This is an optimization exercise on Yosys and OpenROAD, whose aim is small area, a short achievable clock period and few clock cycles per item, not a production implementation.
Function was not checked in any run shown here: the RTL went through the layout flow alone.
Power figures rest on the tool's default switching activity, not on a simulated workload.

`design/flow/design.v`:
```
module LASER (
input CLK,
input RST,
input [3:0] X,
input [3:0] Y,
output reg [3:0] C1X,
output reg [3:0] C1Y,
output reg [3:0] C2X,
output reg [3:0] C2Y,
output reg DONE);
localparam [5:0]  NREAD  = 6'd40;       
localparam [10:0] NROUND = 11'd2000;
localparam [15:0] INIT   = {4'd0, 4'd0, 4'd8, 4'd8};
localparam NG = 5;                      
function [9:0] lfsr_step;
  input [9:0] v;
  input integer n;
  integer k;
  begin
    lfsr_step = v;
    for (k = 0; k < n; k = k + 1)
      lfsr_step = {lfsr_step[8:0], lfsr_step[9] ^ lfsr_step[6]};
  end
endfunction
function [3:0] mv;
  input [3:0] b;
  input       up;
  input       st1;                 
  reg   [4:0] sum;
  begin
    if (up) begin
      sum = {1'b0, b} + (st1 ? 5'd1 : 5'd2);
      mv  = sum[4] ? 4'd15 : sum[3:0];
    end else begin
      sum = {1'b0, b} - (st1 ? 5'd1 : 5'd2);
      mv  = sum[4] ? 4'd0 : sum[3:0];
    end
  end
endfunction
function [15:0] mv4;
  input [15:0] b;
  input [9:0]  q;
  begin
    mv4 = {mv(b[15:12], q[0], q[5]), mv(b[11:8], q[3], q[5]),
           mv(b[7:4],   q[5], q[5]), mv(b[3:0],  q[9], q[5])};
  end
endfunction
function [3:0] cls;
  input [3:0] p, c;
  reg [4:0] d, k;
  integer b;
  begin
    k[0] = 1'b1;
    for (b = 0; b < 4; b = b + 1) begin
      d[b]   = p[b] ^ ~c[b] ^ k[b];
      k[b+1] = (p[b] & ~c[b]) | (p[b] & k[b]) | (~c[b] & k[b]);
    end
    d[4] = ~k[4];
    cls[0] = ~|d;
    cls[1] = (~d[4] & ~d[3] & ~d[2] & ~(d[1] & d[0])) | (d[4] & d[3] & d[2] & d[1]);
    cls[2] = (~d[4] & ~d[3] & ~d[2]) | (d[4] & d[3] & d[2] & (d[1] | d[0]));
    cls[3] = (~d[4] & ~d[3] & (~d[2] | ~(d[1] | d[0]))) | (d[4] & d[3] & d[2]);
  end
endfunction
function cov1;
  input [3:0] px, py, cx, cy;
  reg [3:0] a, b;
  begin
    a = cls(px, cx);
    b = cls(py, cy);
    cov1 = (a[3] & b[0]) | (a[2] & b[1]) | (a[1] & b[2]) | (a[0] & b[3]);
  end
endfunction
function cov2;
  input [7:0]  p;
  input [15:0] t;
  begin
    cov2 = cov1(p[7:4], p[3:0], t[15:12], t[11:8]) | cov1(p[7:4], p[3:0], t[7:4], t[3:0]);
  end
endfunction
function gt3;
  input [5:0] a, b, r;
  reg [5:0] s, k;
  reg [6:0] t;
  begin
    s = a ^ b ^ ~r;
    k = (a & b) | (a & ~r) | (b & ~r);
    t = {1'b0, s} + {k, 1'b0};
    gt3 = t[6];
  end
endfunction
reg  [5:0]  cnt;                        
reg  [10:0] rc;                         
reg  [10:0] cr;                         
reg  [9:0]  V;                          
reg         fin4;                       
wire        rd    = (cnt < NREAD);
wire        s1    = ~rd & ~DONE & (rc < NROUND);    
wire [9:0]  V1    = lfsr_step(V, 1);
wire [9:0]  V42   = lfsr_step(V, 42);
wire        rndS  = (lfsr_step(V, 41) < 10'd150);  
reg  [15:0] T2, T3;
reg         r2, r3, v2, v3;
reg  [9:0]  V2;
wire        gt;                         
wire        fin3 = v3 & (cr == NROUND - 11'd1);     
wire        mp   = v3 & ~r3 & gt & ~fin3;           
always @(posedge CLK) begin
  if (RST) begin
    cnt  <= 6'd0;
    fin4 <= 1'b0;
    DONE <= 1'b0;
  end else begin
    cnt  <= DONE ? 6'd0 : rd ? cnt + 6'd1 : cnt;
    fin4 <= fin3;
    DONE <= fin4;
  end
end
always @(posedge CLK) begin
  if (RST)
    V <= 10'h1;
  else if (rd | fin3 | fin4)
    V <= V1;
  else if (mp)
    V <= V2;
  else if (s1)
    V <= V42;
end
always @(posedge CLK) begin
  if (rd) begin
    rc <= 11'd0;
    cr <= 11'd0;
    v2 <= 1'b0;
    v3 <= 1'b0;
  end else begin
    if (mp)
      rc <= cr + 11'd1;
    else if (s1)
      rc <= rc + 11'd1;
    if (v3)
      cr <= cr + 11'd1;
    v2 <= s1 & ~mp;
    v3 <= v2 & ~mp;
  end
  T2 <= Km; r2 <= rndS; V2 <= V;
  T3 <= T2; r3 <= r2;
end
reg [7:0] P [0:39];
integer i;
always @(posedge CLK) begin
  P[0] <= rd ? {X, Y} : P[39];
  for (i = 1; i < 40; i = i + 1)
    P[i] <= P[i-1];
end
reg  [15:0] Km;
reg  [15:0] Kg [0:NG-1];
reg  [15:0] XP;                         
wire [15:0] Kfl = mv4(T3, V2);          
wire [15:0] Kxp = mv4(XP, V42);         
wire [15:0] Ki  = mv4(INIT, V1);
integer g;
always @(posedge CLK) begin
  if (rd) begin
    Km <= Ki;
    for (g = 0; g < NG; g = g + 1) Kg[g] <= Ki;
    XP <= INIT;
  end else if (mp) begin
    Km <= Kfl;
    for (g = 0; g < NG; g = g + 1) Kg[g] <= Kfl;
    XP <= T3;
  end else if (s1) begin
    Km <= rndS ? mv4(Km, V42) : Kxp;
    for (g = 0; g < NG; g = g + 1) Kg[g] <= rndS ? mv4(Kg[g], V42) : Kxp;
    if (rndS) XP <= Km;
  end
end
reg [39:0] hit;
integer j;
always @(posedge CLK)
  for (j = 0; j < 40; j = j + 1)
    hit[j] <= cov2(P[j], Kg[j / 8]);
wire [5:0] ca, cb;
wire cs1 = hit[0] ^ hit[1] ^ hit[2];
wire cs2 = (hit[0] & hit[1]) | (hit[0] & hit[2]) | (hit[1] & hit[2]);
wire cs3 = hit[3] ^ hit[4] ^ hit[5];
wire cs4 = (hit[3] & hit[4]) | (hit[3] & hit[5]) | (hit[4] & hit[5]);
wire cs5 = hit[6] ^ hit[7] ^ hit[8];
wire cs6 = (hit[6] & hit[7]) | (hit[6] & hit[8]) | (hit[7] & hit[8]);
wire cs7 = hit[9] ^ hit[10] ^ hit[11];
wire cs8 = (hit[9] & hit[10]) | (hit[9] & hit[11]) | (hit[10] & hit[11]);
wire cs9 = hit[12] ^ hit[13] ^ hit[14];
wire cs10 = (hit[12] & hit[13]) | (hit[12] & hit[14]) | (hit[13] & hit[14]);
wire cs11 = hit[15] ^ hit[16] ^ hit[17];
wire cs12 = (hit[15] & hit[16]) | (hit[15] & hit[17]) | (hit[16] & hit[17]);
wire cs13 = hit[18] ^ hit[19] ^ hit[20];
wire cs14 = (hit[18] & hit[19]) | (hit[18] & hit[20]) | (hit[19] & hit[20]);
wire cs15 = hit[21] ^ hit[22] ^ hit[23];
wire cs16 = (hit[21] & hit[22]) | (hit[21] & hit[23]) | (hit[22] & hit[23]);
wire cs17 = hit[24] ^ hit[25] ^ hit[26];
wire cs18 = (hit[24] & hit[25]) | (hit[24] & hit[26]) | (hit[25] & hit[26]);
wire cs19 = hit[27] ^ hit[28] ^ hit[29];
wire cs20 = (hit[27] & hit[28]) | (hit[27] & hit[29]) | (hit[28] & hit[29]);
wire cs21 = hit[30] ^ hit[31] ^ hit[32];
wire cs22 = (hit[30] & hit[31]) | (hit[30] & hit[32]) | (hit[31] & hit[32]);
wire cs23 = hit[33] ^ hit[34] ^ hit[35];
wire cs24 = (hit[33] & hit[34]) | (hit[33] & hit[35]) | (hit[34] & hit[35]);
wire cs25 = hit[36] ^ hit[37] ^ hit[38];
wire cs26 = (hit[36] & hit[37]) | (hit[36] & hit[38]) | (hit[37] & hit[38]);
wire cs27 = cs1 ^ cs3 ^ cs5;
wire cs28 = (cs1 & cs3) | (cs1 & cs5) | (cs3 & cs5);
wire cs29 = cs7 ^ cs9 ^ cs11;
wire cs30 = (cs7 & cs9) | (cs7 & cs11) | (cs9 & cs11);
wire cs31 = cs13 ^ cs15 ^ cs17;
wire cs32 = (cs13 & cs15) | (cs13 & cs17) | (cs15 & cs17);
wire cs33 = cs19 ^ cs21 ^ cs23;
wire cs34 = (cs19 & cs21) | (cs19 & cs23) | (cs21 & cs23);
wire cs35 = cs2 ^ cs4 ^ cs6;
wire cs36 = (cs2 & cs4) | (cs2 & cs6) | (cs4 & cs6);
wire cs37 = cs8 ^ cs10 ^ cs12;
wire cs38 = (cs8 & cs10) | (cs8 & cs12) | (cs10 & cs12);
wire cs39 = cs14 ^ cs16 ^ cs18;
wire cs40 = (cs14 & cs16) | (cs14 & cs18) | (cs16 & cs18);
wire cs41 = cs20 ^ cs22 ^ cs24;
wire cs42 = (cs20 & cs22) | (cs20 & cs24) | (cs22 & cs24);
wire cs43 = cs27 ^ cs29 ^ cs31;
wire cs44 = (cs27 & cs29) | (cs27 & cs31) | (cs29 & cs31);
wire cs45 = cs33 ^ cs25 ^ hit[39];
wire cs46 = (cs33 & cs25) | (cs33 & hit[39]) | (cs25 & hit[39]);
wire cs47 = cs28 ^ cs30 ^ cs32;
wire cs48 = (cs28 & cs30) | (cs28 & cs32) | (cs30 & cs32);
wire cs49 = cs34 ^ cs35 ^ cs37;
wire cs50 = (cs34 & cs35) | (cs34 & cs37) | (cs35 & cs37);
wire cs51 = cs39 ^ cs41 ^ cs26;
wire cs52 = (cs39 & cs41) | (cs39 & cs26) | (cs41 & cs26);
wire cs53 = cs36 ^ cs38 ^ cs40;
wire cs54 = (cs36 & cs38) | (cs36 & cs40) | (cs38 & cs40);
wire cs55 = cs44 ^ cs46 ^ cs47;
wire cs56 = (cs44 & cs46) | (cs44 & cs47) | (cs46 & cs47);
wire cs57 = cs48 ^ cs50 ^ cs52;
wire cs58 = (cs48 & cs50) | (cs48 & cs52) | (cs50 & cs52);
wire cs59 = pr2 ^ pr3 ^ pr4;
wire cs60 = (pr2 & pr3) | (pr2 & pr4) | (pr3 & pr4);
wire cs61 = pr5 ^ pr6 ^ pr7;
wire cs62 = (pr5 & pr6) | (pr5 & pr7) | (pr6 & pr7);
wire cs63 = cs60 ^ cs61 ^ pr8;
wire cs64 = (cs60 & cs61) | (cs60 & pr8) | (cs61 & pr8);
wire cs65 = cs62 ^ pr9 ^ pr10;
wire cs66 = (cs62 & pr9) | (cs62 & pr10) | (pr9 & pr10);
reg pr0;
reg pr1;
reg pr2;
reg pr3;
reg pr4;
reg pr5;
reg pr6;
reg pr7;
reg pr8;
reg pr9;
reg pr10;
always @(posedge CLK) begin
  pr0 <= cs43;
  pr1 <= cs45;
  pr2 <= cs55;
  pr3 <= cs49;
  pr4 <= cs51;
  pr5 <= cs56;
  pr6 <= cs57;
  pr7 <= cs53;
  pr8 <= cs42;
  pr9 <= cs58;
  pr10 <= cs54;
end
assign ca = {1'b0, cs66, cs64, cs63, cs59, pr0};
assign cb = {1'b0, 1'b0, cs65, 1'b0, 1'b0, pr1};
reg  [5:0] prev, best;
wire [5:0] cov = ca + cb;
assign     gt  = gt3(ca, cb, prev);
wire       dec = r3 | gt;
reg  [5:0]  cov4;                       
reg  [15:0] t4;
reg         v4;
always @(posedge CLK) begin
  if (rd)
    prev <= 6'd0;
  else if (v3 & dec)
    prev <= cov;
  cov4 <= cov;
  t4   <= T3;
  v4   <= v3 & ~rd;
end
always @(posedge CLK) begin
  if (rd)
    best <= 6'd0;
  else if (v4 && cov4 > best)
    best <= cov4;
end
always @(posedge CLK) begin
  if (RST) begin
    C1X <= 4'd7; C1Y <= 4'd7;
    C2X <= 4'd7; C2Y <= 4'd7;
  end else if (v4 && cov4 > best) begin
    {C1X, C1Y, C2X, C2Y} <= t4;
  end
end
endmodule
```
`design/flow/constraint.sdc`:
```
create_clock -name core_clock -period 6.0 [get_ports {CLK}]
set_input_delay 1.2000 -clock core_clock [delete_from_list [all_inputs] [get_ports {CLK}]]
set_output_delay 1.2000 -clock core_clock [all_outputs]
set_load 0.01 [all_outputs]
```
`design/flow/config.mk`:
```
export PLATFORM = sky130hd
export DESIGN_NAME = LASER
export DESIGN_NICKNAME = LASER
export VERILOG_FILES = /design/flow/design.v
export SDC_FILE = /design/flow/constraint.sdc
export NUM_CORES = 4
export LEC_CHECK = 0
export CAP_MARGIN = 20
export CORE_MARGIN = 2
export CORE_UTILIZATION = 40
export SETUP_SLACK_MARGIN = 2.5
export SLEW_MARGIN = 20
```
`design/flow/run.sh`:
```
#!/bin/bash
# synth_recipe.tcl (not shown) runs the flow's synth.tcl, then flattens the netlist and writes it again
# the make line also repeats each setting of config.mk as NAME=value (left out here)
make -C /OpenROAD-flow-scripts/flow DESIGN_CONFIG=/design/flow/config.mk WORK_HOME=/design/flow/orfs CLKGATE_MAP_FILE= SYNTH_SCRIPT=/design/flow/synth_recipe.tcl finish
```
==> metrics.md, run 1 <==
| Metric | Value |
|---|---|
| Starting Density | 0.404 |
| Req. time, crit path | 6.41 ns |
| P_int | 0.00880 W |
| Routed WL | 133000 um |
| Vias/cell | 5.32 |
| Peak supply drop | 323 uV |
| GR Overflow Total | 0 |
| Crit Path Max Fanout | 24 |
| RSZ-0062 raised after global routing | true |
| Syn_area_per_cell | 9.42 um2 |
| R2R setup slack | between 2 and 2.5 ns |
| Clock sinks | 620 |
| CTS tree | built |
| Cell Pwr Density | approximately 230 nW/um2 |
| FP Rows | 126 |
| Worst Clk Skew | 0.0276 ns |
| Largest net degree at the start of global routing | 65 |
| Max incr delay on CP | approximately 0.4 ns |
| Power share of the clock group | 0.403 |
| Final Cycle Share | 0.634 |
| PortBufs | 26 |
| Share of post-route cells with drive strength above 1 | 0.0717 |
| Antenna Cells | 0 |
| Fin. Hold Viols | 0 |
| Hold_buf cts | 0 |
| Most used DFF post-synth | dfxtp_1 |
| Synthesis-to-layout area growth | 14.2% |
| Yosys top cell by area | fa_1 |
| Yosys cell types | 78 |
| HP Class | reg -> reg |
| Slew @ Worst Pin | 1.16 ns |
| Final Setup Violations | 0 |
| Run status | complete, no violations |
| Peak Freq | roughly 0.26 GHz |
| Max_cap viols | 0 |
| Die height | 350 um |
| Mapped Area | 47800 um2 |
| Layout net count | 6088 |
| Via count | approximately 36000 |
| Final Slew Violations | 0 |
| Post-layout power | 0.0127 W |
| Comb power frac | 0.232 |
| Initial antenna violation count | 3 |
| Rel. slew slack | 0.224 |
| Switching power | 0.00393 W |
| Switch share | 0.309 |
| Slowest CP cell | fa_1 |
| Sequential standard cell area | 13400 um2 |
| Final ANT Viol Nets | 0 |
| Global-route wire length before repair | about 210000 um |
| Routability cong. | 0.858 |
| HPWL Detailed | ~90000 um |
| FF-to-FF Start | pr7 |
| Starting DRT DRC Count | 2671 |
| Tmin final | 3.80 ns |
| Area of the multi-input gates | 31500 um2 |
| Clk slew on worst S/H paths | 0.06 ns |
| Critical path's top delay family | adder cells |
| Synth cell count leaders | inv_1 (916), fa_1 (573), dfxtp_1 (524), o21ai_0 (402), nor2_1 (314) |
| Worst-case clock buffer depth | 3 |
| CP startpoint | pr7 |
| Total track usage | 0.218 |
| Startpoint Class | flop |
| Synth Register Bits | 620 |
| YS warnings | 3 |
| H-tree Lvls | 3 |
| Hold Crit Start | T2[0] |
| Worst-path cell chain | fa_2 > inv_2 > fa_1 > inv_2 > fa_1 > ha_1 > nor2_1 > o21a_1 > a31oi_4 > buf_6 > nand2b_4 > buf_12 > nand2_4 > a21oi_1 > or2_2 |
| Die ar. | 122000 um2 |
| Crit path kind | reg -> reg |
| Clk latency of the worst-skew pair | 0.66 ns |
| Leakage Power | 23.2 nW |
| Post-synth EDFFs | 96 |
| Syn_nets | around 6000 |
| Post-synth ARST share | 0 |
| Most frequent cell after synthesis | inv_1 |
| Hold-critical path depth | 0 |
| Core ar. | 118000 um2 |
| Hold Path End | T3[0] |
| Die width | around 350 um |
| Clk Tree Root Cell | clkbuf_16 |
| Share of the yosys chip area belonging to registers | 0.280 |
| R2R Path End | Kg[2][12] |
| Share of the synthesized area in the top cell type | 0.240 |
| Buf+Inv Stages, Crit Path | 4 |
| Flop pwr share | 0.366 |
| CTS Buf Count | 77 |
| Post-Synthesis Cells | between 5000 and 6000 |
| Synth area leaders | fa_1 (24%), dfxtp_1 (22%), ha_1 (7.8%), inv_1 (7.2%), edfxtp_1 (6.0%) |
| Worst setup EP type | flop |
| Residual DRC | 0 |
| Io pins | 27 |
| CP arrival | 4.21 ns |
| Vias in the first global route | roughly 36000 |
| Iteration count of the initial detailed-routing pass | 5 |
| Setup TNS | 0 ns |
| Routed len/inst | slightly below 20 um |
| Fillers | 11100 |
| Worst Reg-to-Reg Cells | 15 |
cells by family (layout without fill, tap and decap cells):
kind of cell    after synthesis  in the layout  synth area share
simple gates               1331           1346             0.144
compound gates             1061           1061             0.137
flops                       620            620             0.280
xor+xnor                     70             70            0.0152
buf+inv                    1004           1187            0.0803
fa+ha+maj                   869            869             0.318
mux                         117            117            0.0257
cell type report:
class                           instances  area share
Clock buffer                          107      0.0427
Tap cell                             1536      0.0352
Clock inverter                         33     0.00879
Inverter                              918      0.0636
Sequential cell                       620       0.245
Multi-Input combinational cell       3463       0.577
Timing Repair Buffer                  129      0.0274
routing by layer:
metal / wire length, um / track usage
met3: 7420 / 0.0296
met1: 59800 / 0.301
met2: 62100 / 0.358
met4: 3160 / 0.0596
met5: 0 / 0
registers in the layout (all words and copies together), names as in the netlist, 6 cells and up:
register	cells
Km	16
t4	16
rc	11
cnt	6
V2	10
V	10
best	6
prev	6
cr	11
T3	16
hit	40
Kg	80
cov4	6
P	320
T2	16
XP	16
worst register-to-register path: stages, from the launching register on:
cell	delay (ns)
dfxtp_2	0.33
fa_2	0.38
inv_2	0.06
fa_1	0.41
inv_2	0.08
fa_1	0.41
ha_1	0.29
nor2_1	0.04
o21a_1	0.22
a31oi_4	0.25
buf_6	0.15
nand2b_4	0.10
buf_12	0.17
nand2_4	0.28
a21oi_1	0.08
or2_2	0.31
metrics by stage:
step / hold slack, ns / util / area [um2] / setup slack, ns / cells
floorplan: 0.310 / - / 47900 / 2.48 / 5072
global placement: 0.311 / 0.423 / 50000 / 1.44 / 6582
detailed placement: 0.312 / 0.423 / 50000 / 1.36 / 6582
CTS: 0.317 / 0.454 / 53700 / 2.28 / 6766
global route: 0.320 / 0.461 / 54500 / 2.11 / 6806
finish: 0.323 / 0.461 / 54500 / 2.20 / 6806
cell usage in the layout (no fill, tap or decap), drive strengths merged, types with 43 or more instances in the layout:
| cell | n |
|---|---|
| ha | 296 |
| clkbuf | 110 |
| o211ai | 43 |
| dfxtp | 524 |
| mux2i | 91 |
| fa | 573 |
| nor3 | 77 |
| o21ai | 407 |
| nor3b | 52 |
| nand3b | 80 |
| nand2 | 305 |
| buf | 99 |
| inv | 920 |
| a22oi | 46 |
| o22ai | 78 |
| a21oi | 179 |
| nor2 | 316 |
| nand2b | 63 |
| a211oi | 46 |
| edfxtp | 96 |
| a31oi | 71 |
| nand3 | 101 |
| nor2b | 216 |
worst max-delay path by stage:
| stage | endpoint | slack [ns] | cells after the start |
|---|---|---|---|
| 2_1_floorplan | Kg[0][2] | 2.48 | 12 |
| 3_3_place_gp | Kg[2][4] | 1.44 | 14 |
| 3_5_place_dp | Kg[4][4] | 1.36 | 14 |
| 4_1_cts | Kg[2][2] | 2.28 | 15 |
| 5_1_grt | Kg[2][2] | 2.11 | 15 |
| 6_report | Kg[2][12] | 2.20 | 15 |
power by group through the flow:
| stage | clock network (W) | logic [W] | registers [W] |
|---|---|---|---|
| 2_1_floorplan | 0 | 0.00193 | 0.00466 |
| 3_3_place_gp | 0 | 0.00259 | 0.00475 |
| 5_1_grt | 0.00539 | 0.00332 | 0.00469 |
| 4_1_cts | 0.00523 | 0.00287 | 0.00466 |
| 6_report | 0.00513 | 0.00295 | 0.00466 |
| 3_5_place_dp | 0 | 0.00263 | 0.00475 |
timing repair:
item                       CTS  global route
pin swaps                   25            25
buffers inserted            32            29
setup endpoints to repair  231           234
cloned                      12             9
gates resized for setup    102            91
==> inputs of run 2 (changes only) <==
--- a/design/flow/config.mk
+++ b/design/flow/config.mk
@@ -9,4 +9,4 @@
 export CORE_MARGIN = 2
 export CORE_UTILIZATION = 40
-export SETUP_SLACK_MARGIN = 2.5
+export SETUP_SLACK_MARGIN = 3.0
 export SLEW_MARGIN = 20
==> run 2 against run 1 <==
Net effect:
- critical path type unchanged
- die area unchanged
- sequential share of layout area decreased by 0.86 points
- largest power group unchanged
- still clean
- utilization increased by 1.7 points
- design area increased by 3.7%
- synthesized cell count unchanged
- critical path depth increased by 1
- critical endpoint is now Kg[2][2]
- sequential power about the same
- largest cell class unchanged
- clock power about the same
- combinational power increased by 11%
==> metrics.md, run 2 <==
| Metric | Value |
|---|---|
| Post-synth ARST share | 0 |
| Yosys top cell by area | fa_1 |
| Area of the multi-input gates | 31800 um2 |
| Final ANT Viol Nets | 0 |
| Top flop regs | P x320, Kg x80, hit x40 |
| YS warnings | 3 |
| Worst Clk Skew | 0.0467 ns |
| H-tree Lvls | 3 |
| Hold_buf cts | 0 |
| Setup TNS | 0 ns |
| Layout net count | 6215 |
| Share of the synthesized area in the top cell type | 0.240 |
| Largest register FFs | 320 |
| Max incr delay on CP | slightly above 0.4 ns |
| Peak supply drop | 226 uV |
| Synthesis-to-layout area growth | 18.4% |
| Leakage Power | 24.0 nW |
| Share of the yosys chip area belonging to registers | 0.280 |
| CTS tree | built |
| HP Class | reg -> reg |
| Synth cell count leaders | inv_1 (916), fa_1 (573), dfxtp_1 (524), o21ai_0 (402), nor2_1 (314) |
| Run status | complete, no violations |
| Final Cycle Share | 0.633 |
| Sequential standard cell area | between 10000 and 15000 um2 |
| Routed WL | 136000 um |
| Die width | about 350 um |
| Synth area leaders | fa_1 (24%), dfxtp_1 (22%), ha_1 (7.8%), inv_1 (7.2%), edfxtp_1 (6.0%) |
| Share of post-route cells with drive strength above 1 | 0.106 |
| Routability cong. | 0.877 |
| Crit Path Max Fanout | 6 |
| Worst-path cell chain | fa_2 > inv_2 > fa_1 > inv_2 > fa_1 > ha_1 > nor2_1 > o21a_1 > a31oi_4 > nor2b_4 > buf_12 > buf_12 > buf_6 > o211ai_1 > o21ai_1 > a21oi_1 |
| Clk slew on worst S/H paths | approximately 0.070 ns |
| Post-synth EDFFs | 96 |
| CTS Buf Count | 77 |
| Final Setup Violations | 0 |
| Routed len/inst | a little under 20 um |
| Die height | 350 um |
| Hold Crit Start | T2[9] |
| Slew @ Worst Pin | 1.09 ns |
| Total track usage | 0.223 |
| Most common cell after layout, fill and taps aside | inv_1 |
| CP arrival | 4.21 ns |
| Core ar. | roughly 120000 um2 |
| Most frequent cell after synthesis | inv_1 |
| Mapped Area | 47800 um2 |
| FP Rows | 126 |
| Starting Density | 0.404 |
| Die ar. | between 100000 and 150000 um2 |
| Global-route wire length before repair | 210000 um |
| Crit path kind | reg -> reg |
| Post-Synthesis Cells | a little over 5000 |
| Vias in the first global route | 36600 |
| Syn_area_per_cell | 9.42 um2 |
| Iteration count of the initial detailed-routing pass | 7 |
| Peak Freq | 0.263 GHz |
| R2R Path End | Kg[2][2] |
| Slowest CP cell | fa_1 |
| Startpoint Class | flop |
| Clk latency of the worst-skew pair | just under 0.7 ns |
| Hold-critical path depth | 0 |
| Commonest non-fill, non-tap cells in the layout | inv_1 (891), fa_1 (568), dfxtp_1 (515), o21ai_0 (341), nor2_1 (297) |
| Rel. slew slack | 0.273 |
| Synth Register Bits | 620 |
| Starting DRT DRC Count | 2666 |
| HPWL Detailed | 93500 um |
| Final Slew Violations | 0 |
| Clk Tree Root Cell | clkbuf_16 |
| Post-layout power | 0.0130 W |
| Max_cap viols | 0 |
| Vias/cell | 5.36 |
| R2R setup slack | 2.20 ns |
| Clock sinks | 620 |
| GR Overflow Total | 0 |
| Worst-case clock buffer depth | 3 |
| Via count | roughly 37000 |
| Fillers | around 11000 |
| Initial antenna violation count | 5 |
| Cell Pwr Density | 230 nW/um2 |
| Worst setup EP type | flop |
| Hold Path End | T3[9] |
| Largest net degree at the start of global routing | 65 |
| Yosys cell types | 78 |
| RSZ-0062 raised after global routing | true |
| Biggest register | P |
| Io pins | 27 |
| Req. time, crit path | 6.41 ns |
| Worst Reg-to-Reg Cells | 16 |
| Residual DRC | 0 |
| Tmin final | 3.80 ns |
| Most used DFF post-synth | dfxtp_1 |
| Syn_nets | just under 6000 |
| PortBufs | 26 |
| FF-to-FF Start | pr5 |
| Fin. Hold Viols | 0 |
run 2: cell counts after synthesis:
No cell type changed its count.
run 2: how the worst max path moves through the flow:
stage	start	to	slack [ns]	cells past startpoint
after detailed placement	pr5	Kg[0][12]	1.66	13
after floorplan	pr5	Kg[0][0]	2.50	13
final	pr5	Kg[2][2]	2.20	16
after global placement	pr5	Kg[0][12]	1.71	13
after CTS	pr5	Kg[4][2]	2.32	16
after global routing	pr5	Kg[2][2]	2.10	16
run 2: worst max-delay path, delay by kind of cell (launching register included):
kind,cells,cell delay (ns)
compound gates,5,0.94
fa+ha+maj,4,1.48
buf+inv,5,0.51
flops,1,0.33
simple gates,2,0.28
run 2: area by class of cell:
class	count	share of cell area
Inverter	918	0.0626
Timing Repair Buffer	250	0.0550
Multi-Input combinational cell	3469	0.563
Clock inverter	44	0.0111
Tap cell	1536	0.0340
Sequential cell	620	0.237
Clock buffer	99	0.0379
Antenna cell	1	0.0000443
run 2: logic make-up (layout without fill, tap and decap cells):
family | count (synthesis) | count (layout) | synth area share
compound gates | 1061 | 1062 | 0.137
xor+xnor | 70 | 72 | 0.0152
fa+ha+maj | 869 | 869 | 0.318
buf+inv | 1004 | 1311 | 0.0803
flops | 620 | 620 | 0.280
mux | 117 | 117 | 0.0257
other cells | 0 | 1 | 0
simple gates | 1331 | 1349 | 0.144
run 2: metal layers:
metal  vias up  track usage  share of wire
li1      17600            -              -
met1     18200        0.299           0.43
met2      1134        0.368           0.47
met3       272       0.0292          0.062
met4         0       0.0815          0.038
met5         -            0              0
run 2: where the power goes:
| part | internal [W] | total [W] | switching, W |
|---|---|---|---|
| Sequential | 0.00444 | 0.00465 | 0.000213 |
| Clock | 0.00308 | 0.00511 | 0.00203 |
| Combinational | 0.00143 | 0.00326 | 0.00184 |
| Total | 0.00894 | 0.0130 | 0.00408 |
run 2: metrics by stage:
| stage | instances | setup WS, ns | cell area, um2 | util | hold slack [ns] |
|---|---|---|---|---|---|
| floorplan | 5072 | 2.50 | 48100 | - | 0.310 |
| global route | 6936 | 2.10 | 56500 | 0.478 | 0.328 |
| global placement | 6581 | 1.71 | 50100 | 0.424 | 0.311 |
| detailed placement | 6581 | 1.66 | 50100 | 0.424 | 0.312 |
| finish | 6937 | 2.20 | 56500 | 0.478 | 0.311 |
| CTS | 6879 | 2.32 | 55400 | 0.468 | 0.318 |
run 2: timing repair:
item	4_1_cts	5_1_grt
setup endpoints to repair	269	256
gates cloned	23	7
gates resized for setup	168	101
endpoints found under the hold margin	0	0
pin swaps	29	32
setup buffers	132	46
==> inputs of run 3 (changes only) <==
--- a/design/flow/design.v
+++ b/design/flow/design.v
@@ -91,8 +91,12 @@
 endfunction
 reg  [5:0]  cnt;                        
-reg  [10:0] rc;                         
+reg  [10:0] rcQ;                        
 reg  [10:0] cr;                         
-reg  [9:0]  V;                          
+reg  [9:0]  VQ, VF;                     
 reg         fin4;                       
+reg  [NG-1:0] flq;                      
+reg         flqm;                       
+wire [10:0] rc    = flqm ? cr : rcQ;
+wire [9:0]  V     = flqm ? VF : VQ;
 wire        rd    = (cnt < NREAD);
 wire        s1    = ~rd & ~DONE & (rc < NROUND);    
@@ -101,9 +105,13 @@
 wire        rndS  = (lfsr_step(V, 41) < 10'd150);  
 reg  [15:0] T2, T3;
-reg         r2, r3, v2, v3;
+reg         r2, r3, v2d, v3d;
 reg  [9:0]  V2;
+wire        v2   = v2d & ~flqm;
+wire        v3   = v3d & ~flqm;
 wire        gt;                         
-wire        fin3 = v3 & (cr == NROUND - 11'd1);     
-wire        mp   = v3 & ~r3 & gt & ~fin3;           
+wire        last = (cr == NROUND - 11'd1);
+wire        fin3 = v3 & last;           
+wire        mp   = v3 & ~r3 & gt & ~last;   
+integer g;
 always @(posedge CLK) begin
   if (RST) begin
@@ -116,30 +124,36 @@
     DONE <= fin4;
   end
+  if (RST | rd) begin
+    flqm <= 1'b0;
+    flq  <= {NG{1'b0}};
+  end else begin
+    flqm <= v3d & ~flqm & ~r3 & gt & ~last;
+    for (g = 0; g < NG; g = g + 1)
+      flq[g] <= v3d & ~flq[g] & ~r3 & gt & ~last;
+  end
 end
 always @(posedge CLK) begin
   if (RST)
-    V <= 10'h1;
+    VQ <= 10'h1;
   else if (rd | fin3 | fin4)
-    V <= V1;
-  else if (mp)
-    V <= V2;
+    VQ <= V1;
   else if (s1)
-    V <= V42;
+    VQ <= V42;
+  else
+    VQ <= V;
+  VF <= V2;
 end
 always @(posedge CLK) begin
   if (rd) begin
-    rc <= 11'd0;
-    cr <= 11'd0;
-    v2 <= 1'b0;
-    v3 <= 1'b0;
+    rcQ <= 11'd0;
+    cr  <= 11'd0;
+    v2d <= 1'b0;
+    v3d <= 1'b0;
   end else begin
-    if (mp)
-      rc <= cr + 11'd1;
-    else if (s1)
-      rc <= rc + 11'd1;
+    rcQ <= s1 ? rc + 11'd1 : rc;
     if (v3)
       cr <= cr + 11'd1;
-    v2 <= s1 & ~mp;
-    v3 <= v2 & ~mp;
+    v2d <= s1;
+    v3d <= v2;
   end
   T2 <= Km; r2 <= rndS; V2 <= V;
@@ -153,24 +167,31 @@
     P[i] <= P[i-1];
 end
-reg  [15:0] Km;
-reg  [15:0] Kg [0:NG-1];
-reg  [15:0] XP;                         
-wire [15:0] Kfl = mv4(T3, V2);          
+reg  [15:0] KQm, KF;
+reg  [15:0] KQg [0:NG-1];
+reg  [15:0] XQ, XF;                     
+wire [15:0] Km  = flqm ? KF : KQm;
+wire [15:0] XP  = flqm ? XF : XQ;
 wire [15:0] Kxp = mv4(XP, V42);         
 wire [15:0] Ki  = mv4(INIT, V1);
-integer g;
+reg  [15:0] Kg [0:NG-1];
+integer h;
+always @(*)
+  for (h = 0; h < NG; h = h + 1)
+    Kg[h] = flq[h] ? KF : KQg[h];
 always @(posedge CLK) begin
+  KF <= mv4(T3, V2);                    
+  XF <= T3;
   if (rd) begin
-    Km <= Ki;
-    for (g = 0; g < NG; g = g + 1) Kg[g] <= Ki;
-    XP <= INIT;
-  end else if (mp) begin
-    Km <= Kfl;
-    for (g = 0; g < NG; g = g + 1) Kg[g] <= Kfl;
-    XP <= T3;
+    KQm <= Ki;
+    for (g = 0; g < NG; g = g + 1) KQg[g] <= Ki;
+    XQ <= INIT;
   end else if (s1) begin
-    Km <= rndS ? mv4(Km, V42) : Kxp;
-    for (g = 0; g < NG; g = g + 1) Kg[g] <= rndS ? mv4(Kg[g], V42) : Kxp;
-    if (rndS) XP <= Km;
+    KQm <= rndS ? mv4(Km, V42) : Kxp;
+    for (g = 0; g < NG; g = g + 1) KQg[g] <= rndS ? mv4(Kg[g], V42) : Kxp;
+    XQ <= rndS ? Km : XP;
+  end else begin
+    KQm <= Km;
+    for (g = 0; g < NG; g = g + 1) KQg[g] <= Kg[g];
+    XQ <= XP;
   end
 end
--- a/design/flow/config.mk
+++ b/design/flow/config.mk
@@ -9,4 +9,4 @@
 export CORE_MARGIN = 2
 export CORE_UTILIZATION = 40
-export SETUP_SLACK_MARGIN = 3.0
+export SETUP_SLACK_MARGIN = 2.5
 export SLEW_MARGIN = 20
==> run 3 against run 2 <==
Net effect:
- still clean
- final cell count grew 3.4%
- clock power increased by 4.3%
- via count grew 1.3%
- first-iteration DRC count decreased by 1.2%
- maximum frequency rose by 12%
- worst setup slack gained 0.41 ns
- synthesized cell count is 4.6% higher
- wire length decreased by 2.0%
- critical endpoint is now KQg[4][4]
- largest power group unchanged
==> metrics.md, run 3 <==
| Metric | Value |
|---|---|
| Run status | complete, no violations |
| Syn_nets | a little over 6000 |
| Mapped Area | 49000 um2 |
| Largest register FFs | 320 |
| Die width | around 350 um |
| Routability cong. | approximately 0.88 |
| Global-route wire length before repair | 212000 um |
| Routed len/inst | 18.6 um |
| HPWL Detailed | 96900 um |
| Starting DRT DRC Count | 2635 |
| Leakage Power | 23.6 nW |
| Top flop regs | P x320, KQg x80, hit x40 |
| H-tree Lvls | 3 |
| Sequential standard cell area | 13100 um2 |
| Most used cell, CP | o21ai_0 |
| Crit path kind | reg -> reg |
| Tmin final | between 3 and 4 ns |
| Final core utilization | 0.462 |
| Post-synth ARST share | 0 |
| Routed WL | 134000 um |
| Vias/cell | 5.26 |
| Fin. Hold Viols | 0 |
| Total track usage | 0.215 |
| Iteration count of the initial detailed-routing pass | 5 |
| Final Slew Violations | 0 |
| Layout net count | 6354 |
| Largest net degree at the start of global routing | 58 |
| CTS tree | built |
| Max_cap viols | 0 |
| Final worst setup slack | 2.61 ns |
| Final Cycle Share | 0.565 |
| Residual DRC | 0 |
| PortBufs | 26 |
| Hold_buf cts | 0 |
| Share of the yosys chip area belonging to registers | 0.266 |
| Clk Tree Root Cell | clkbuf_16 |
| Critical path's top delay family | simple AND/OR/NAND/NOR gates |
| HP Class | reg -> reg |
| Worst Clk Skew | approximately 0.045 ns |
| Most frequent cell after synthesis | inv_1 |
| Most used DFF post-synth | dfxtp_1 |
| Die ar. | 125000 um2 |
| Die height | 354 um |
| Setup TNS | 0 ns |
| Max incr delay on CP | roughly 0.42 ns |
| Commonest non-fill, non-tap cells in the layout | inv_1 (908), dfxtp_1 (639), fa_1 (572), nor2_1 (340), o21ai_0 (323) |
| Synth Register Bits | 652 |
| CP arrival | 3.97 ns |
| Worst-path cell chain | xnor2_1 > mux2i_4 > xnor2_4 > buf_4 > buf_12 > ha_1 > inv_1 > fa_1 > or3_1 > nand2_1 > o21ai_0 > o21ai_0 > nand3_2 > o211ai_1 |
| Synth cell count leaders | inv_1 (938), dfxtp_1 (652), fa_1 (573), nor2_1 (341), o21ai_0 (329) |
| Cell Pwr Density | 225 nW/um2 |
| Buf+Inv Stages, Crit Path | 3 |
| Rel. slew slack | 0.321 |
| Final Setup Violations | 0 |
| Syn_area_per_cell | 9.24 um2 |
| GR Overflow Total | 0 |
| Biggest register | P |
| Final ANT Viol Nets | 0 |
| Via count | 37700 |
| Share of post-route cells with drive strength above 1 | 0.0945 |
| Yosys cell types | between 80 and 90 |
| Share of the synthesized area in the top cell type | 0.266 |
| Clk latency of the worst-skew pair | 0.67 ns |
| Starting Density | 0.403 |
| Io pins | 27 |
| CTS Buf Count | ~80 |
| Initial antenna violation count | 1 |
| Dpl ws | 1.39 ns |
| Req. time, crit path | 6.59 ns |
| Clock sinks | approximately 650 |
| Synth area leaders | dfxtp_1 (27%), fa_1 (23%), ha_1 (7.6%), inv_1 (7.2%), o21ai_0 (3.4%) |
| Fillers | 11500 |
| YS warnings | 4 |
| Slew @ Worst Pin | 0.998 ns |
| Core ar. | 122000 um2 |
| Post-Synthesis Cells | between 5000 and 6000 |
| Clk slew on worst S/H paths | approximately 0.060 ns |
| Post-layout power | between 0.01 and 0.015 W |
| Peak Freq | 0.295 GHz |
| Slowest CP cell | fa_1 |
| FP Rows | roughly 130 |
| Area of the multi-input gates | 32600 um2 |
| Yosys top cell by area | dfxtp_1 |
| Worst-case clock buffer depth | 3 |
| Most common cell after layout, fill and taps aside | inv_1 |
| Post-synth EDFFs | 0 |
| Synthesis-to-layout area growth | 14.8% |
| Crit Path Max Fanout | 26 |
| Worst setup EP type | flop |
| Peak supply drop | 224 uV |
| RSZ-0062 raised after global routing | true |
| Vias in the first global route | 37300 |
| Startpoint Class | flop |
==> run 3: cell types whose count changed after synthesis, moves of 37 or more <==
cell | previous run | this run
a21oi_1 | 179 | 232
o21ai_0 | 402 | 329
mux2i_1 | 91 | 160
mux2_2 | 24 | 63
edfxtp_1 | 96 | 0
nand2_1 | 289 | 252
nand3_1 | 101 | 143
dfxtp_1 | 524 | 652
==> run 3: path summary, 6_finish.rpt <==
path	start	to	slack, ns	cells after the start
setup / recovery	VF[3]	KQg[4][4]	2.61	14
hold / removal	T2[3]	T3[3]	0.32	0
setup reg to reg	VF[3]	KQg[4][4]	2.61	14
hold reg to reg	T2[3]	T3[3]	0.32	0
==> run 3: logic make-up after synthesis <==
logic type,after synthesis,share of synthesized area
and+or+nand+nor,1332,0.139
DFF,652,0.266
AOI/OAI and AO/OA,1101,0.142
xor gates and xnor gates,59,0.0116
muxes,228,0.0487
buffers and inverters,1065,0.0828
adders and majority gates,869,0.310
==> run 3: area by class of cell <==
type / count / share of cell area
repair inverters: 1 / 0.000133
well taps: 1625 / 0.0361
clock inverters: 46 / 0.0109
repair buffers: 201 / 0.0356
clock buffers: 107 / 0.0410
flip-flops and latches: 652 / 0.232
inverters: 947 / 0.0649
multi-input cells: 3590 / 0.579
diodes: 1 / 0.0000445
==> run 3: per-layer routing <==
layer,GRT usage,vias up,part of all wire
met1,0.296,18400,0.45
met5,0,-,0
met4,0.0702,0,0.030
li1,-,18200,-
met3,0.0256,216,0.050
met2,0.352,858,0.47
==> run 3: power breakdown <==
part	internal, W	leakage, nW	switching (W)
clock	0.00325	1.44	0.00208
combinational	0.00108	16.7	0.00150
sequential	0.00455	5.40	0.000211
total	0.00888	23.6	0.00379
==> run 3: metrics by stage <==
stage          hold slack, ns  cell area, um2  instances
4_1_cts                 0.321           55500       7117
5_1_grt                 0.325           56300       7169
3_5_place_dp            0.312           51500       6894
6_report                0.322           56300       7170
2_1_floorplan           0.310           49200       5306
3_3_place_gp            0.310           51500       6894
==> run 3: repair_timing <==
item / CTS / global route
buffers inserted: 67 / 51
gates resized for setup: 92 / 71
endpoints found under the setup margin: 160 / 149
gates cloned: 3 / 1
pin swaps: 4 / 5
==> inputs of run 4 (changes only) <==
--- a/design/flow/config.mk
+++ b/design/flow/config.mk
@@ -9,4 +9,4 @@
 export CORE_MARGIN = 2
 export CORE_UTILIZATION = 40
-export SETUP_SLACK_MARGIN = 2.5
+export SETUP_SLACK_MARGIN = 3.0
 export SLEW_MARGIN = 20
==> run 4 against run 3 <==
Net effect:
- synthesized cell count is the same
- maximum frequency grew 5.5%
- largest cell class unchanged
- still clean on timing, DRC and antenna
- sequential share of layout area shrank 2.5 points
- critical endpoint is now KQg[1][4]
- worst hold slack lost 0.0063 ns
==> metrics.md, run 4 <==
| Metric | Value |
|---|---|
| Comb power frac | 0.247 |
| Hold Path End | VF[6] |
| Setup TNS | 0 ns |
| Post-layout power | 0.0129 W |
| R2R setup slack | 2.79 ns |
| Syn_area_per_cell | 9.24 um2 |
| Max_cap viols | 0 |
| Post-route cell area | 63200 um2 |
| Crit Path Max Fanout | 6 |
| Hold-critical path depth | 0 |
| GR Overflow Total | 0 |
| Core ar. | 122000 um2 |
| Final core utilization | 0.519 |
| Mapped Area | 49000 um2 |
| Cell Pwr Density | slightly above 200 nW/um2 |
| Die ar. | around 130000 um2 |
| HP Class | reg -> reg |
| Final Setup Violations | 0 |
| Synth cell count leaders | inv_1 (938), dfxtp_1 (652), fa_1 (573), nor2_1 (341), o21ai_0 (329) |
| Vias in the first global route | 38800 |
| Initial antenna violation count | 8 |
| Fin. Hold Viols | 0 |
| Top flop regs | P x320, KQg x80, hit x40 |
| Hold Crit Start | V2[6] |
| Worst Clk Skew | 0.0442 ns |
| Fillers | ~11000 |
| Final Cycle Share | 0.535 |
| Area of the multi-input gates | 35800 um2 |
| YS warnings | 4 |
| Post-Synthesis Cells | 5306 |
| Starting Density | 0.403 |
| Global-route wire length before repair | 225000 um |
| Syn_nets | 6185 |
| Peak Freq | 0.312 GHz |
| FF-to-FF Start | flqm |
| Residual DRC | 0 |
| Synth area leaders | dfxtp_1 (27%), fa_1 (23%), ha_1 (7.6%), inv_1 (7.2%), o21ai_0 (3.4%) |
| Clk latency of the worst-skew pair | 0.68 ns |
| Share of the synthesized area in the top cell type | 0.266 |
| CP arrival | between 3 and 4 ns |
| Most frequent cell after synthesis | inv_1 |
| Most used cell, CP | buf_6 |
| Share of post-route cells with drive strength above 1 | 0.273 |
| Yosys top cell by area | dfxtp_1 |
| Run status | complete, no violations |
| Synthesis-to-layout area growth | 28.9% |
| Synth Register Bits | 652 |
| R2R Path End | KQg[1][4] |
| Io pins | 27 |
| Peak supply drop | 217 uV |
| Switch share | 0.319 |
| Yosys cell types | 82 |
| FP Rows | about 130 |
| Layout net count | 6675 |
| Die width | 354 um |
| Post-DP Area | 51800 um2 |
| Clk slew on worst S/H paths | 0.06 ns |
| RSZ-0062 raised after global routing | true |
| PortBufs | 26 |
| Largest register FFs | 320 |
| Crit path kind | reg -> reg |
| H-tree Lvls | 3 |
| Most common cell after layout, fill and taps aside | inv_1 |
| Req. time, crit path | 6.57 ns |
| Worst Reg-to-Reg Cells | 15 |
| Post-synth ARST share | 0 |
| P_int | 0.00879 W |
| Hold_buf cts | 0 |
| Slew @ Worst Pin | 1.40 ns |
| Most used DFF post-synth | dfxtp_1 |
| Routed len/inst | ~20 um |
| Final Slew Violations | 0 |
| Clk Tree Root Cell | clkbuf_16 |
| Largest net degree at the start of global routing | a little under 80 |
| Routed WL | about 150000 um |
| Total track usage | 0.231 |
| Worst-case clock buffer depth | 3 |
| Sequential standard cell area | 13100 um2 |
| CTS tree | built |
| Fin Hold WS | ~0.32 ns |
| Starting DRT DRC Count | 3264 |
| Slowest CP cell | dfxtp_4 |
| Via count | 40400 |
| Power share of the clock group | 0.383 |
| CTS Buf Count | just under 80 |
| Clock sinks | 652 |
| HPWL Detailed | 97500 um |
| Worst setup EP type | flop |
| Routability cong. | 0.892 |
| Die height | ~350 um |
| Flop pwr share | 0.370 |
| Rel. slew slack | 0.0685 |
| Vias/cell | 5.40 |
| Biggest register | P |
| Final ANT Viol Nets | 0 |
| Switching power | about 0.0041 W |
| Worst-path cell chain | buf_6 > mux2i_4 > xnor2_4 > buf_6 > buf_6 > buf_8 > ha_4 > inv_2 > fa_2 > or3_4 > nand2_2 > o21ai_2 > o21ai_2 > nand3_4 > o211ai_1 |
| Share of the yosys chip area belonging to registers | 0.266 |
| Tmin final | 3.21 ns |
| Max incr delay on CP | 0.40 ns |
| Iteration count of the initial detailed-routing pass | 8 |
| Startpoint Class | flop |
| Commonest non-fill, non-tap cells in the layout | inv_1 (728), dfxtp_1 (625), fa_1 (341), nor2_1 (332), buf_4 (298) |
| Leakage Power | 25.6 nW |
| Post-synth EDFFs | 0 |
## run 4: layer usage
layer,GRT usage,up-vias,share of wire
met5,0,-,0.00059
met4,0.0845,12,0.045
met3,0.0427,418,0.073
met2,0.370,1392,0.46
met1,0.311,19700,0.43
li1,-,18800,-
## run 4: stage by stage
stage	std cells	setup WS [ns]
after global placement	6888	1.79
after floorplan	5306	2.44
after CTS	7308	2.88
after detailed placement	6889	1.72
after global routing	7482	2.68
final	7483	2.79
## run 4: cell type report
type / instances / area share
diodes: 1 / 0.0000396
multi-input cells: 3591 / 0.567
inverters: 947 / 0.0592
well taps: 1625 / 0.0322
flip-flops and latches: 652 / 0.208
clock buffers: 97 / 0.0341
repair inverters: 3 / 0.000495
clock inverters: 45 / 0.00814
repair buffers: 522 / 0.0910
## run 4: worst max path at each step
stage          from         end  slack [ns]  cells after the start
6_report       flqm   KQg[1][4]        2.79                     15
5_1_grt        flqm   KQg[1][1]        2.68                     15
4_1_cts        flqm  KQg[4][15]        2.88                     11
3_5_place_dp   flqm      KQm[9]        1.72                      9
2_1_floorplan  flqm  KQg[4][15]        2.44                     18
3_3_place_gp   flqm   KQg[2][1]        1.79                     12
## run 4: worst max-delay path, delay by kind of cell, from the launching register on
kind	cells	cell delay [ns]
compound gates	3	0.46
xor+xnor	1	0.15
fa+ha+maj	2	0.54
flops	1	0.40
simple gates	3	0.69
buf+inv	5	0.58
mux	1	0.28
## run 4: cells by family after synthesis
kind of cell,after synthesis,share of synthesized area
XOR/XNOR,59,0.0116
buffers and inverters,1065,0.0828
AO/OA/AOI/OAI,1101,0.142
flip-flops,652,0.266
multiplexers,228,0.0487
adder cells (fa/ha/maj),869,0.310
AND/OR/NAND/NOR,1332,0.139
## run 4: timing repair
item | 4_1_cts | 5_1_grt
setup buffers | 263 | 163
endpoints found under the hold margin | 0 | 0
cloned | 14 | 10
pin swaps | 183 | 341
resized for setup | 522 | 731
endpoints found under the setup margin | 184 | 165
## run 4: power groups by stage
stage / Clock, W / Sequential, W / Combinational (W)
after floorplan: 0 / 0.00478 / 0.00186
after global routing: 0.00519 / 0.00481 / 0.00351
final: 0.00494 / 0.00478 / 0.00318
after CTS: 0.00502 / 0.00478 / 0.00288
after detailed placement: 0 / 0.00487 / 0.00251
after global placement: 0 / 0.00487 / 0.00245

[re-timing with driven ports]
The flow's constraints put no driver on any port. The routed layouts listed below were extracted and timed again, unchanged, in two steps.
Step 1 sets driving cells, clkbuf_16 on the clock port and buf_2 on the other inputs (assumed; they add their load-dependent delay and slew).
Step 2, shift: input delay + t, output delay - t, t = (earliest + latest rising clock arrival at the registers) / 2. This alone moves slack from input paths to output paths.
Slacks: ideal / step 1 / step 2; pairs: ideal / step 1.
run | t, ns | slack for setup (ns) | latest minus earliest clock arrival (ns) | slew at the worst register clock pin (ns) | cell pins on the clock port's net
run 1 | 0.730 | 2.196 / 2.196 / 2.196 | 0.035 / 0.035 | 0.07 / 0.07 | 1
run 2 | 0.736 | 2.200 / 2.200 / 2.200 | 0.048 / 0.048 | 0.07 / 0.07 | 1
run 3 | 0.728 | 2.612 / 2.612 / 2.612 | 0.052 / 0.051 | 0.07 / 0.07 | 1
run 4 | 0.730 | 2.790 / 2.790 / 2.790 | 0.046 / 0.047 | 0.07 / 0.07 | 1
After both steps setup and hold are still met in every run listed.
